Context: an optimization exercise on an open-source flow, tuned for small area, a short achievable clock period and few clock cycles per item. The choices shown serve that exercise and are no tape-out recipe. Function was checked by simulation only, so behaviour that the tests miss may differ from the original. Power figures rest on the tool's default switching activity, not on a simulated workload.

exp/quartz:
Design SystolicArrayAxiWrapper, start of the top module:
module SystolicArrayAxiWrapper(
    input axi_clk,
    input axi_rst_n,
    input s_axis_valid,
    input [47:0] s_axis_data,
    output s_axis_ready,
    output m_axis_valid,
    output [143:0] m_axis_data,
    input m_axis_ready
);
Size: ~220 flip-flops, roughly 24000 um2 of cells after synthesis.
==> flow/config.mk <==
export PLATFORM = sky130hd
export DESIGN_NAME = SystolicArrayAxiWrapper
export DESIGN_NICKNAME = SystolicArrayAxiWrapper
export VERILOG_FILES = /design/flow/design.v
export SDC_FILE = /design/flow/constraint.sdc
export NUM_CORES = 4
export LEC_CHECK = 0
export CAP_MARGIN = 20
export CORE_MARGIN = 2
export CORE_UTILIZATION = 30
export SETUP_SLACK_MARGIN = 2.6
export SLEW_MARGIN = 20
==> flow/constraint.sdc <==
create_clock -name core_clock -period 6.5 [get_ports {axi_clk}]
set_input_delay 1.3000 -clock core_clock [delete_from_list [all_inputs] [get_ports {axi_clk}]]
set_output_delay 1.3000 -clock core_clock [all_outputs]
set_load 0.01 [all_outputs]
run.sh (not shown) runs the stock make flow with config.mk's settings and CLKGATE_MAP_FILE= SYNTH_SCRIPT=/design/flow/synth_recipe.tcl, a recipe that flattens the netlist after the stock synthesis.
Testbench counts of exp/quartz, summed over its fixed seeds: cycles 976, items 320.
[inputs] exp/willow vs exp/quartz
-- flow/config.mk --
<<< exp/quartz, line 9
export CORE_MARGIN = 2
export CORE_UTILIZATION = 30
export SETUP_SLACK_MARGIN = 2.6
>>> exp/willow, line 9
export CORE_MARGIN = 2
export CORE_UTILIZATION = 55
export SETUP_SLACK_MARGIN = 2.6
Findings:
exp/willow went all the way through the flow, and no timing, DRC or antenna check failed. exp/quartz -> exp/willow: horizontal die dimension decreased by more than a quarter. Looking only at count of clock buffers in the final design, and setting everything else aside, the higher value of exp/willow and exp/quartz goes to exp/quartz. exp/willow ended up with a higher minimum hold slack than exp/quartz did. Going from exp/quartz to exp/willow, sequential share of layout area grows by 0.43 points. Hold path depth: exp/willow vs exp/quartz identical. Of exp/willow and exp/quartz, it is exp/willow that has the higher core occupancy in the finished layout. exp/willow vs exp/quartz — maximum frequency dropped slightly. exp/willow falls short of exp/quartz in worst setup margin. Sort exp/willow and exp/quartz by fraction of power consumed by sequential logic asc -> top: exp/willow. From exp/quartz to exp/willow, proportion of synthesized area in mux cells did not move at all.
Here is what was changed in the inputs of exp/garnet compared with exp/willow.
-- flow/config.mk --
<<< exp/willow, line 9
export CORE_MARGIN = 2
export CORE_UTILIZATION = 55
export SETUP_SLACK_MARGIN = 2.6
>>> exp/garnet, line 9
export CORE_MARGIN = 2
export CORE_UTILIZATION = 40
export PLACE_DENSITY = 0.75
export SETUP_SLACK_MARGIN = 2.6
[summary]
- Higher post-layout minimum cycle time among exp/garnet and exp/willow: exp/willow
- Diff exp/willow -> exp/garnet | hold slack | increase of 0.024 ns
- exp/garnet vs exp/willow on filler-free cell count of the finished design: exp/garnet is the higher one.
- When exp/garnet is set beside exp/willow, its count of plain and timing-repair buffers in the layout turns out to be 46 smaller.
- In the flow results for exp/garnet and exp/willow, the ratio of cells with drive above 1 in the final layout is larger on exp/willow.
What exp/umber does differently from exp/garnet at the input level:
==> flow/flow/run.sh (new file) <==
#!/bin/bash
# The standard layout, with plain buf_1 cells as the port buffers instead of the delay-cell
# buffers buffer_ports picks by default. Each port still gets its own buffer.
set -euo pipefail
export BUFFER_PORTS_ARGS="-buffer_cell sky130_fd_sc_hd__buf_1"
bash standard.sh > standard.log 2>&1
==> flow/standard.sh (new file) <==
#!/bin/bash
# synth_recipe.tcl (not shown) runs the flow's synth.tcl, then flattens the netlist and writes it again
# the make line also repeats each setting of config.mk as NAME=value (left out here)
make -C /OpenROAD-flow-scripts/flow DESIGN_CONFIG=/design/flow/config.mk WORK_HOME=/design/flow/orfs CLKGATE_MAP_FILE= SYNTH_SCRIPT=/design/flow/synth_recipe.tcl "${@:-finish}"
-- flow/config.mk --
<<< exp/garnet, line 10
export CORE_UTILIZATION = 40
export PLACE_DENSITY = 0.75
export SETUP_SLACK_MARGIN = 2.6
>>> exp/umber, line 10
export CORE_UTILIZATION = 40
export SETUP_SLACK_MARGIN = 2.6
removed: flow/run.sh
## What came out
- The final reports for exp/umber and exp/garnet show maximum frequency lower in the former.
- Pin slew with the least headroom to its limit in exp/umber vs exp/garnet: up 0.22 ns
- Looking at worst path setup slack after routing, exp/umber sits 0.051 ns lower than exp/garnet does.
- Higher layout cell share with drive strength beyond 1 among exp/umber and exp/garnet: exp/umber
- Between exp/umber and exp/garnet, the difference in global placer's final weighted congestion is negligible.
- Diff exp/garnet..exp/umber | setup TNS | unchanged
- exp/umber has layout overhead on the synthesized area below what exp/garnet had.
Edits applied to the flow inputs when going from exp/umber to exp/ember:
==> flow/run.sh (new file) <==
#!/bin/bash
# synth_recipe.tcl (not shown) runs the flow's synth.tcl, then flattens the netlist and writes it again
# the make line also repeats each setting of config.mk as NAME=value (left out here)
make -C /OpenROAD-flow-scripts/flow DESIGN_CONFIG=/design/flow/config.mk WORK_HOME=/design/flow/orfs CLKGATE_MAP_FILE= SYNTH_SCRIPT=/design/flow/synth_recipe.tcl finish
-- flow/config.mk --
<<< exp/umber, line 12
export SLEW_MARGIN = 20
>>> exp/ember, line 12
export SLEW_MARGIN = 20
export TNS_END_PERCENT = 0
removed: flow/flow/run.sh
removed: flow/standard.sh
### Flow results
[compare] base=exp/umber new=exp/ember: worst setup slack moved down, clock buffer instance count of the final layout lower. Comparing exp/ember and exp/umber, clock network area share is lower on exp/umber. Looking at maximum single-stage delay on the critical path across exp/ember and exp/umber, the one that comes out lower is exp/ember.

[re-timing with driven ports]
The results above use ideal ports. As a check the final layouts listed here were re-extracted and re-timed, cells and wires unchanged. Step 1 sets driving cells, clkbuf_16 on the clock port and buf_2 on the other inputs (assumed; they add their load-dependent delay and slew). Step 2, shift: input delay + t, output delay - t, t = (earliest + latest rising clock arrival at the registers) / 2. This alone moves slack from input paths to output paths. a / b / c = no drivers / after step 1 / after step 2; a / b = the first two.
run | t, ns | setup slack, ns | hold WS [ns] | cell pins on the clock port's net
exp/quartz | 0.603 | 2.548 / 2.548 / 2.548 | 0.490 / 0.490 / 0.490 | 1
exp/willow | 0.643 | 2.525 / 2.525 / 2.525 | 0.500 / 0.500 / 0.500 | 1
exp/garnet | 0.627 | 2.552 / 2.552 / 2.552 | 0.525 / 0.525 / 0.525 | 1
exp/umber | 0.637 | 2.501 / 2.501 / 2.501 | 0.496 / 0.496 / 0.496 | 1
exp/ember | 0.641 | 2.497 / 2.497 / 2.497 | 0.511 / 0.511 / 0.511 | 1
After both steps setup and hold are still met in every run listed.
